This design comes from an exercise in tuning for small area, a short achievable clock period and few clock cycles on the open sky130 flow, not from production work.
The RTL was checked by simulation tests, not by an equivalence proof against the original design.

==> exp/zinc: inputs <==
Design job_pe, start of the top module:
module job_pe #(parameter JOB_PE_IDX = 0) (
    input wire clk,
    input wire rst_n,
    input wire hash_batch_valid,
    input wire [23-1:0] hash_batch_head_addr,
    input wire [(2**4)-1:0] hash_batch_history_valid,
    input wire [(2**4)*23-1:0] hash_batch_history_addr,
    input wire [(2**4)*($clog2(13)+1)-1:0] hash_batch_meta_match_len,
    input wire [(2**4)-1:0] hash_batch_meta_match_can_ext,
    input wire hash_batch_delim,
    output wire hash_batch_ready,
    output reg seq_valid,
    output reg [17-1:0] seq_ll,
    output reg [(((5 + 6 - 1)+1))-1:0] seq_ml,
    output reg [20-1:0] seq_offset,
    output reg seq_eoj,
    output reg [(((5 + 6 - 1)+1))-1:0] seq_overlap_len,
    output reg seq_delim,
    input wire seq_ready,
    output wire match_req_group_valid,
    output wire [4*23-1:0] match_req_group_head_addr,
    output reg [4*23-1:0] match_req_group_history_addr,
    output reg [4*(3 + 1)-1:0] match_req_group_router_map,
    output reg [4-1:0] match_req_group_strb,
    input wire match_req_group_ready,
    input wire match_resp_group_valid,
    output wire match_resp_group_ready,
    input wire [4*((5 + 6 - 1)+1)-1:0] match_resp_group_match_len
);
  localparam AW = 23;
  localparam MW = ($clog2(13)+1);
  localparam LW = ((5 + 6 - 1)+1);
  localparam OW = 20;
  localparam NW = 16;                
  localparam EW = (3 + ($clog2(13)+1) + 20 + 3);            
  localparam RW = (7 + ((5 + 6 - 1)+1) + 20 + 1 + ((5 + 6 - 1)+1) + 6);
  localparam F_V  = EW - 1;
  localparam F_D  = 3;
  genvar g;
  reg [1:0] lc;         
  reg [1:0] njobs;      
  reg cur_id;           
  reg [AW-1:0] jh13 [0:1];   
  reg jdelim [0:1];
  reg [5:0] s;          
  localparam PH_A = 2'd0, PH_R = 2'd1, PH_B = 2'd2, PH_W = 2'd3;
  reg [1:0] ph;
  ...
Settings: LEC_CHECK=0, CAP_MARGIN=40, CORE_MARGIN=2, CORE_UTILIZATION=40, PLACE_DENSITY=0.6, SETUP_SLACK_MARGIN=4, SLEW_MARGIN=20, SYNTH_HIERARCHICAL=1; clock period 10.0 ns.
run.sh (not shown) runs the stock make flow with config.mk's settings and CLKGATE_MAP_FILE= SYNTH_SCRIPT=/design/flow/synth_recipe.tcl, a recipe that flattens the netlist after the stock synthesis.
==> inputs of exp/violet, as changes to exp/zinc <==
--- a/flow/design.v
+++ b/flow/design.v
@@ -290,18 +290,17 @@
     input wire [1:0] lc,
     input wire [23-1:0] cur_h13,
     output wire [4*(3 + ($clog2(13)+1) + 20 + 3)-1:0] bank_word,
     output wire [3:0] bank_ovf,
     output reg [5:0] pstar,
     output wire found,
     output wire pstar_ok,
     output wire lanyp_a,
-    output wire [23-1:0] hq_sum,
-    output wire [4*5-1:0] bank_bits
+    output wire [23-1:0] hq_sum
 );
   function automatic [24:0] padd(input [23:0] a, input [23:0] b, input ci); 
     reg [23:0] p, gg, pp; 
     integer i, d; 
     begin 
       p = a ^ b; 
       gg = a & b; 
       pp = p; 
@@ -371,23 +370,16 @@
       end
       reg [EW-1:0] wsel;
       always @(*) begin
         wsel = {EW{1'b0}};
         for (integer r = 0; r < 16; r = r + 1)
           wsel = wsel | ({EW{rs[r]}} & tbl[(4*r+g)*EW +: EW]);
       end
       assign bank_word[g*EW +: EW] = wsel;
-      wire [20-1:0] o = wsel[3 +: 20];
-      reg [4:0] bits;
-      always @(*) begin
-        bits = 5'd20;
-        for (integer k = 0; k < 20; k = k + 1) if (o[k]) bits = k[4:0] + 5'd1;
-      end
-      assign bank_bits[g*5 +: 5] = bits;
       assign bank_ovf[g] = (g < 1 ? fh[61] : 1'b0) | (g < 2 ? fh[62] : 1'b0) | (g < 3 ? fh[63] : 1'b0);
     end
   endgenerate
   wire [3:0] apend;
   generate
     for (g = 0; g < 4; g = g + 1) begin : APEND_GEN
       wire [1:0] bs = pstar[1:0] + g[1:0];
       wire [EW-1:0] w = bank_word[bs*EW +: EW];
@@ -402,18 +394,16 @@
   wire [24:0] hqs = padd({1'b0, cur_h13}, {18'b0, pstar}, 1'b0);
   assign hq_sum = hqs[AW-1:0];
 endmodule
 module jp_lane (
     input wire [4*(3 + ($clog2(13)+1) + 20 + 3)-1:0] bw,
     input wire [3:0] bovf,
     input wire [1:0] lp_lo,
     input wire [4*20-1:0] lo_off,
-    input wire [4*5-1:0] bbits,
-    output wire [4*5-1:0] lbits,
     output wire [3:0] lv,
     output wire [3:0] lpend,
     output wire [4*($clog2(13)+1)-1:0] lm,
     output wire [4*20-1:0] loff,
     output wire [4*20-1:0] ld,
     output wire [4*3-1:0] lah
 );
   localparam MW = ($clog2(13)+1);
@@ -436,23 +426,22 @@
         assign lpend[g] = w[F_VX];
       end else begin : PN
         assign lpend[g] = lin & w[F_PD];
       end
       assign lm[g*MW +: MW] = lin ? w[F_M +: MW] : {MW{1'b0}};
       assign loff[g*OW +: OW] = lin ? (w[F_V] ? w[F_D +: OW] : {OW{1'b0}}) : lo_off[g*OW +: OW];
       assign ld[g*OW +: OW] = w[F_D +: OW];
       assign lah[g*3 +: 3] = w[F_AH +: 3];
-      assign lbits[g*5 +: 5] = bbits[bs*5 +: 5];
     end
   endgenerate
 endmodule
 module jp_gain (
     input wire [4*($clog2(13)+1)-1:0] lm,
-    input wire [4*5-1:0] lbits,
+    input wire [4*20-1:0] loff,
     output wire [4*9-1:0] gcomb
 );
   function automatic [24:0] padd(input [23:0] a, input [23:0] b, input ci); 
     reg [23:0] p, gg, pp; 
     integer i, d; 
     begin 
       p = a ^ b; 
       gg = a & b; 
@@ -472,17 +461,22 @@
       csa = {((a & b) | (a & c) | (b & c)) << 1, a ^ b ^ c}; 
     end 
   endfunction
   localparam MW = ($clog2(13)+1);
   localparam OW = 20;
   genvar g;
   generate
     for (g = 0; g < 4; g = g + 1) begin : G_GEN
-      wire [4:0] bits = lbits[g*5 +: 5];
+      wire [OW-1:0] o = loff[g*OW +: OW];
+      reg [4:0] bits;
+      always @(*) begin
+        bits = 5'd20;
+        for (integer k = 0; k < OW; k = k + 1) if (o[k]) bits = k[4:0] + 5'd1;
+      end
       wire [24:0] gs = padd({17'b0, lm[g*MW +: MW], 2'b00}, {15'b0, 9'(4 * (4 - g) + 21)} + {15'b0, 4'hf, ~bits}, 1'b1);
       assign gcomb[g*9 +: 9] = gs[8:0];
     end
   endgenerate
 endmodule
 module jp_req (
     input wire [23-1:0] lhq,
     input wire [4*20-1:0] loff,
@@ -530,65 +524,28 @@
       assign hist_addr[g*AW +: AW] = {lah[g*3 +: 3], hl[OW-1:0]};
       assign router_map[g*4 + 0] = !c0[OW];
       assign router_map[g*4 + 1] = !c1[OW];
       assign router_map[g*4 + 2] = !c2[OW];
       assign router_map[g*4 + 3] = c2[OW] && (o != 20'hFFFFF);
     end
   endgenerate
 endmodule
-module jp_dg (
-    input wire [4*9-1:0] gq,
-    output wire [6*16-1:0] dg      
-);
-  function automatic [24:0] padd(input [23:0] a, input [23:0] b, input ci); 
-    reg [23:0] p, gg, pp; 
-    integer i, d; 
-    begin 
-      p = a ^ b; 
-      gg = a & b; 
-      pp = p; 
-      gg[0] = gg[0] | (p[0] & ci); 
-      for (d = 1; d < 24; d = d * 2) begin 
-        for (i = 23; i >= d; i = i - 1) begin 
-          gg[i] = gg[i] | (pp[i] & gg[i-d]); 
-          pp[i] = pp[i] & pp[i-d]; 
-        end 
-      end 
-      padd = {gg[23], p ^ {gg[22:0], ci}}; 
-    end 
-  endfunction 
-  function automatic [47:0] csa(input [23:0] a, input [23:0] b, input [23:0] c); 
-    begin 
-      csa = {((a & b) | (a & c) | (b & c)) << 1, a ^ b ^ c}; 
-    end 
-  endfunction
-  function automatic [15:0] dif(input [8:0] gi, input [8:0] gj);
-    reg [24:0] d;
-    begin
-      d = padd({15'b0, gi}, {15'h7fff, ~gj}, 1'b1);
-      dif = d[15:0];
-    end
-  endfunction
-  wire [8:0] q0 = gq[0 +: 9], q1 = gq[9 +: 9], q2 = gq[18 +: 9], q3 = gq[27 +: 9];
-  assign dg[0*16 +: 16] = dif(q0, q1);
-  assign dg[1*16 +: 16] = dif(q2, q3);
-  assign dg[2*16 +: 16] = dif(q0, q2);
-  assign dg[3*16 +: 16] = dif(q0, q3);
-  assign dg[4*16 +: 16] = dif(q1, q2);
-  assign dg[5*16 +: 16] = dif(q1, q3);
-endmodule
-module jp_cmp (
-    input wire [4*((5 + 6 - 1)+1)-1:0] rr,
+module jp_b (
+    input wire [4*((5 + 6 - 1)+1)-1:0] rr,      
     input wire [3:0] lv,
     input wire lanyp,
+    input wire [4*($clog2(13)+1)-1:0] lm,
     input wire [4*9-1:0] gq,
-    input wire [6*16-1:0] dg,
     input wire [4*9-1:0] gcomb,
-    output wire [5:0] c
+    input wire [5:0] lp,
+    input wire [5:0] s,
+    output wire [1:0] best,
+    output wire tpos_best,
+    output wire [5:0] sn_best
 );
   function automatic [24:0] padd(input [23:0] a, input [23:0] b, input ci); 
     reg [23:0] p, gg, pp; 
     integer i, d; 
     begin 
       p = a ^ b; 
       gg = a & b; 
       pp = p; 
@@ -603,127 +560,73 @@
     end 
   endfunction 
   function automatic [47:0] csa(input [23:0] a, input [23:0] b, input [23:0] c); 
     begin 
       csa = {((a & b) | (a & c) | (b & c)) << 1, a ^ b ^ c}; 
     end 
   endfunction
   localparam LW = ((5 + 6 - 1)+1);
+  localparam MW = ($clog2(13)+1);
   genvar g;
-  wire [3:0] wr, gz;
+  wire [3:0] tpos;
+  wire [4*6-1:0] sn;
+  wire [3:0] gz;             
+  wire [4*12-1:0] rx;        
+  wire [24:0] lls = padd({18'b0, lp}, {18'h3ffff, ~s}, 1'b1);       
   generate
-    for (g = 0; g < 4; g = g + 1) begin : W_GEN
+    for (g = 0; g < 4; g = g + 1) begin : LB_GEN
       wire [LW-1:0] r = rr[g*LW +: LW];
+      wire [MW-1:0] m = lm[g*MW +: MW];
       wire [8:0] G = gq[g*9 +: 9];
       wire [24:0] c6 = padd({18'b0, r[5:0]}, {18'b0, G[7:2]}, 1'b0);
       wire hi1 = &r[LW-1:6];
-      assign wr[g] = hi1 & c6[6];
       assign gz[g] = (G[1:0] == 2'b00) && hi1 && c6[6] && (c6[5:0] == 6'd0);
+      assign rx[g*12 +: 12] = {hi1 & c6[6], r};
+      wire [6:0] ll = lls[6:0] + 7'(g);
+      wire [24:0] ks = padd({19'b0, m}, {17'b0, ll}, 1'b0);
+      wire [24:0] mfs = padd({17'b0, ks[6:0]}, {13'b0, r}, 1'b0);    
+      wire [LW-1:0] mf = mfs[LW-1:0];
+      wire [24:0] t6 = padd({18'b0, mf[5:0]}, {18'b0, s}, 1'b0);
+      assign tpos[g] = (|mf[LW-1:6]) | t6[6];                         
+      assign sn[g*6 +: 6] = t6[5:0];
     end
   endgenerate
-  function automatic cmp_req(input vi, input vj, input zi, input wi, input wj,
-                             input [10:0] ri, input [10:0] rj, input [15:0] d);
+  function automatic cmp_req(input vi, input vj, input zi, input [11:0] ri, input [11:0] rj,
+                             input [8:0] gi, input [8:0] gj);
+    reg [24:0] dg;
     reg [47:0] c3;
     reg [24:0] z;
-    reg cc;
+    reg c;
     begin
-      c3 = csa({11'b0, ri, 2'b00}, ~{11'b0, rj, 2'b00}, {{8{d[15]}}, d});
+      dg = padd({15'b0, gi}, {15'h7fff, ~gj}, 1'b1);    
+      c3 = csa({11'b0, ri[10:0], 2'b00}, ~{11'b0, rj[10:0], 2'b00}, dg[23:0]);
       z = padd(c3[23:0], c3[47:24], 1'b0);
-      if (wi == wj) cc = !z[15];
-      else if (wi) cc = !z[15] && (z[14] || z[13]);
-      else cc = !z[15] || (z[15:13] == 3'b111);
-      cmp_req = vi && (vj ? cc : !zi);
+      if (ri[11] == rj[11]) c = !z[15];
+      else if (ri[11]) c = !z[15] && (z[14] || z[13]);
+      else c = !z[15] || (z[15:13] == 3'b111);
+      cmp_req = vi && (vj ? c : !zi);
     end
   endfunction
   function automatic cmp_nr(input vi, input vj, input [8:0] gi, input [8:0] gj);
     reg [24:0] z;
     begin
       z = padd({15'b0, gj}, {15'b0, ~gi}, 1'b1);       
       cmp_nr = vi && (!vj || !z[9]);
     end
   endfunction
-  wire [10:0] r0 = rr[0 +: 11], r1 = rr[11 +: 11], r2 = rr[22 +: 11], r3 = rr[33 +: 11];
+  wire [11:0] r0 = rx[0 +: 12], r1 = rx[12 +: 12], r2 = rx[24 +: 12], r3 = rx[36 +: 12];
+  wire [8:0] q0 = gq[0 +: 9], q1 = gq[9 +: 9], q2 = gq[18 +: 9], q3 = gq[27 +: 9];
   wire [8:0] n0 = gcomb[0 +: 9], n1 = gcomb[9 +: 9], n2 = gcomb[18 +: 9], n3 = gcomb[27 +: 9];
-  assign c[0] = lanyp ? cmp_req(lv[0], lv[1], gz[0], wr[0], wr[1], r0, r1, dg[0*16 +: 16]) : cmp_nr(lv[0], lv[1], n0, n1);
-  assign c[1] = lanyp ? cmp_req(lv[2], lv[3], gz[2], wr[2], wr[3], r2, r3, dg[1*16 +: 16]) : cmp_nr(lv[2], lv[3], n2, n3);
-  assign c[2] = lanyp ? cmp_req(lv[0], lv[2], gz[0], wr[0], wr[2], r0, r2, dg[2*16 +: 16]) : cmp_nr(lv[0], lv[2], n0, n2);
-  assign c[3] = lanyp ? cmp_req(lv[0], lv[3], gz[0], wr[0], wr[3], r0, r3, dg[3*16 +: 16]) : cmp_nr(lv[0], lv[3], n0, n3);
-  assign c[4] = lanyp ? cmp_req(lv[1], lv[2], gz[1], wr[1], wr[2], r1, r2, dg[4*16 +: 16]) : cmp_nr(lv[1], lv[2], n1, n2);
-  assign c[5] = lanyp ? cmp_req(lv[1], lv[3], gz[1], wr[1], wr[3], r1, r3, dg[5*16 +: 16]) : cmp_nr(lv[1], lv[3], n1, n3);
-endmodule
-module jp_lend (
-    input wire [4*((5 + 6 - 1)+1)-1:0] rr,
-    input wire [4*($clog2(13)+1)-1:0] lm,
-    input wire [5:0] lp,
-    input wire [5:0] s,
-    output wire [3:0] tpos,
-    output wire [4*6-1:0] sn
-);
-  function automatic [24:0] padd(input [23:0] a, input [23:0] b, input ci); 
-    reg [23:0] p, gg, pp; 
-    integer i, d; 
-    begin 
-      p = a ^ b; 
-      gg = a & b; 
-      pp = p; 
-      gg[0] = gg[0] | (p[0] & ci); 
-      for (d = 1; d < 24; d = d * 2) begin 
-        for (i = 23; i >= d; i = i - 1) begin 
-          gg[i] = gg[i] | (pp[i] & gg[i-d]); 
-          pp[i] = pp[i] & pp[i-d]; 
-        end 
-      end 
-      padd = {gg[23], p ^ {gg[22:0], ci}}; 
-    end 
-  endfunction 
-  function automatic [47:0] csa(input [23:0] a, input [23:0] b, input [23:0] c); 
-    begin 
-      csa = {((a & b) | (a & c) | (b & c)) << 1, a ^ b ^ c}; 
-    end 
-  endfunction
-  localparam LW = ((5 + 6 - 1)+1);
-  localparam MW = ($clog2(13)+1);
-  genvar g;
-  wire [24:0] lls = padd({18'b0, lp}, {18'h3ffff, ~s}, 1'b1);       
-  generate
-    for (g = 0; g < 4; g = g + 1) begin : LB_GEN
-      wire [LW-1:0] r = rr[g*LW +: LW];
-      wire [MW-1:0] m = lm[g*MW +: MW];
-      wire [6:0] ll = lls[6:0] + 7'(g);
-      wire [24:0] ks = padd({19'b0, m}, {17'b0, ll}, 1'b0);
-      wire [24:0] mfs = padd({17'b0, ks[6:0]}, {13'b0, r}, 1'b0);    
-      wire [LW-1:0] mf = mfs[LW-1:0];
-      wire [24:0] t6 = padd({18'b0, mf[5:0]}, {18'b0, s}, 1'b0);
-      assign tpos[g] = (|mf[LW-1:6]) | t6[6];                         
-      assign sn[g*6 +: 6] = t6[5:0];
-    end
-  endgenerate
-endmodule
-module jp_b (
-    input wire [4*((5 + 6 - 1)+1)-1:0] rr,      
-    input wire [3:0] lv,
-    input wire lanyp,
-    input wire [4*($clog2(13)+1)-1:0] lm,
-    input wire [4*9-1:0] gq,
-    input wire [4*9-1:0] gcomb,
-    input wire [5:0] lp,
-    input wire [5:0] s,
-    output wire [1:0] best,
-    output wire tpos_best,
-    output wire [5:0] sn_best
-);
-  wire [6*16-1:0] dg;
-  wire [5:0] c;
-  wire [3:0] tpos;
-  wire [4*6-1:0] sn;
-  jp_dg u_dg (.gq(gq), .dg(dg));
-  jp_cmp u_cmp (.rr(rr), .lv(lv), .lanyp(lanyp), .gq(gq), .dg(dg), .gcomb(gcomb), .c(c));
-  jp_lend u_lend (.rr(rr), .lm(lm), .lp(lp), .s(s), .tpos(tpos), .sn(sn));
-  wire c01 = c[0], c23 = c[1], c02 = c[2], c03 = c[3], c12 = c[4], c13 = c[5];
+  wire c01 = lanyp ? cmp_req(lv[0], lv[1], gz[0], r0, r1, q0, q1) : cmp_nr(lv[0], lv[1], n0, n1);
+  wire c23 = lanyp ? cmp_req(lv[2], lv[3], gz[2], r2, r3, q2, q3) : cmp_nr(lv[2], lv[3], n2, n3);
+  wire c02 = lanyp ? cmp_req(lv[0], lv[2], gz[0], r0, r2, q0, q2) : cmp_nr(lv[0], lv[2], n0, n2);
+  wire c03 = lanyp ? cmp_req(lv[0], lv[3], gz[0], r0, r3, q0, q3) : cmp_nr(lv[0], lv[3], n0, n3);
+  wire c12 = lanyp ? cmp_req(lv[1], lv[2], gz[1], r1, r2, q1, q2) : cmp_nr(lv[1], lv[2], n1, n2);
+  wire c13 = lanyp ? cmp_req(lv[1], lv[3], gz[1], r1, r3, q1, q3) : cmp_nr(lv[1], lv[3], n1, n3);
   wire a_gt_b = c01 ? (c23 ? c02 : c03) : (c23 ? c12 : c13);
   assign best = a_gt_b ? {1'b0, !c01} : {1'b1, !c23};
   wire tpos_a = c01 ? tpos[0] : tpos[1];
   wire tpos_b = c23 ? tpos[2] : tpos[3];
   assign tpos_best = a_gt_b ? tpos_a : tpos_b;
   wire [5:0] sn_a = c01 ? sn[0 +: 6] : sn[6 +: 6];
   wire [5:0] sn_b = c23 ? sn[12 +: 6] : sn[18 +: 6];
   assign sn_best = a_gt_b ? sn_a : sn_b;
@@ -870,60 +773,56 @@
       end
     end
   endgenerate
   wire [4*EW-1:0] bank_word;
   wire [3:0] bank_ovf;
   wire [5:0] pstar;
   wire found, pstar_ok, lanyp_a;
   wire [AW-1:0] hq_sum;
-  wire [4*5-1:0] bank_bits;
   jp_seek u_seek (
     .tbl(tbl), .s(s), .lc(lc), .cur_h13(cur_h13),
     .bank_word(bank_word), .bank_ovf(bank_ovf), .pstar(pstar), .found(found),
-    .pstar_ok(pstar_ok), .lanyp_a(lanyp_a), .hq_sum(hq_sum), .bank_bits(bank_bits)
+    .pstar_ok(pstar_ok), .lanyp_a(lanyp_a), .hq_sum(hq_sum)
   );
   reg [4*EW-1:0] bw;      
   reg [3:0] bovf;         
   reg [5:0] lp;           
   reg [AW-1:0] lhq;       
-  reg [4*5-1:0] bbits;    
   always @(posedge clk) begin
     if (ph == PH_A && !e_block) begin
       bw <= bank_word;
       bovf <= bank_ovf;
       lp <= pstar;
       lhq <= hq_sum;
-      bbits <= bank_bits;
     end
   end
   reg sv_q;        
   reg rec_wait;    
   reg [6:0] alt_ll;
   always @(*) seq_valid = sv_q && !rec_wait;
   wire out_free = !sv_q || (seq_valid && seq_ready);
   reg e_v;
   wire e_write = e_v && out_free;
   wire e_block = e_v && !out_free;    
   wire a_go = have_cur && (ph == PH_A) && !e_block && (cur_full || (found && pstar_ok));
   wire a_step = a_go && found;
   wire a_tail = a_go && !found && !e_v && out_free;
   reg [4*OW-1:0] lo_off;    
-  wire [4*5-1:0] lbits;
   wire [3:0] lv, lpend;
   wire [4*MW-1:0] lm;
   wire [4*OW-1:0] loff, ld;
   wire [4*3-1:0] lah;
   jp_lane u_lane (
-    .bw(bw), .bovf(bovf), .lp_lo(lp[1:0]), .lo_off(lo_off), .bbits(bbits), .lbits(lbits),
+    .bw(bw), .bovf(bovf), .lp_lo(lp[1:0]), .lo_off(lo_off),
     .lv(lv), .lpend(lpend), .lm(lm), .loff(loff), .ld(ld), .lah(lah)
   );
   wire lanyp = |lpend;
   wire [4*9-1:0] gcomb;
-  jp_gain u_gain (.lm(lm), .lbits(lbits), .gcomb(gcomb));
+  jp_gain u_gain (.lm(lm), .loff(loff), .gcomb(gcomb));
   assign match_req_group_valid = (ph == PH_R);
   wire [4*AW-1:0] req_hist;
   wire [4*4-1:0] req_map;
   jp_req u_req (
     .lhq(lhq), .loff(loff), .ld(ld), .lah(lah),
     .head_addr(match_req_group_head_addr), .hist_addr(req_hist), .router_map(req_map)
   );
   always @(*) begin
==> results.json <==
{
  "relSlewSlack": 0.232,
  "final_cell_mix": "edfxtp_1 (2418), ha_1 (1081), inv_1 (873)",
  "fin_hold_ws_ns": 0.531,
  "coreArea_um2": 353000,
  "met1_usage": 0.419,
  "wirelength_um": 630000,
  "placed_cells_incl_taps": 17461,
  "status": "timing/DRC/antenna clean",
  "clk_share": 0.0501,
  "syn_area_um2": 142000
}
-- figures above: exp/violet

==> results.json <==
{
  "status": "timing/DRC/antenna clean",
  "final_cell_mix": "edfxtp_1 (2438), ha_1 (1056), inv_1 (1040)",
  "relSlewSlack": 0.164,
  "syn_area_um2": 146000,
  "hp-start": "tbl[1366]",
  "coreArea_um2": 365000,
  "wl_met3_um": 78900,
  "clk_share": 0.0482,
  "fillers": 32368,
  "synth_compound_area_frac": 0.139,
  "io-pin-count": 823,
  "largestClassByArea": "sequential cells",
  "r2r_slack_ns": 3.52,
  "placed_cells_incl_taps": 17975,
  "inv_count": 1080,
  "met1_usage": 0.415,
  "fin_hold_ws_ns": 0.521,
  "cp_top_family": "buffers and inverters"
}
-- figures above: exp/zinc

## port drivers added, routing unchanged
No port has a modelled driver above. Below, the same layouts with a new extraction and two added sets of constraints.
Step 1: set_driving_cell puts a clkbuf_16 on clk and a buf_2 on each other input, an assumption about the parent block.
Step 2 adds t to the input delays and takes it off the output delays; t is the mean of the earliest and latest rising clock arrival at the registers after step 1. Input paths then give back, and output paths get back, about the clock's delay inside the block.
a / b / c = ideal ports / drivers / drivers and shift; a / b = the first two.
| run | shift t [ns] | setup WS [ns] | hold slack, ns | worst setup path at the end | slew at the worst register clock pin (ns) |
|---|---|---|---|---|---|
| exp/zinc | 1.044 | 3.311 / 3.196 / 2.638 | 0.521 / 0.521 / 0.521 | input to register | 0.07 / 0.07 |
| exp/violet | 1.023 | 2.445 / 2.445 / 2.301 | 0.531 / 0.531 / 0.531 | input to register | 0.07 / 0.07 |
After both steps setup and hold are still met in every run listed. For exp/zinc, which loses most, drivers alone change the setup slack by -0.115 ns; drivers and shift together by -0.673 ns.
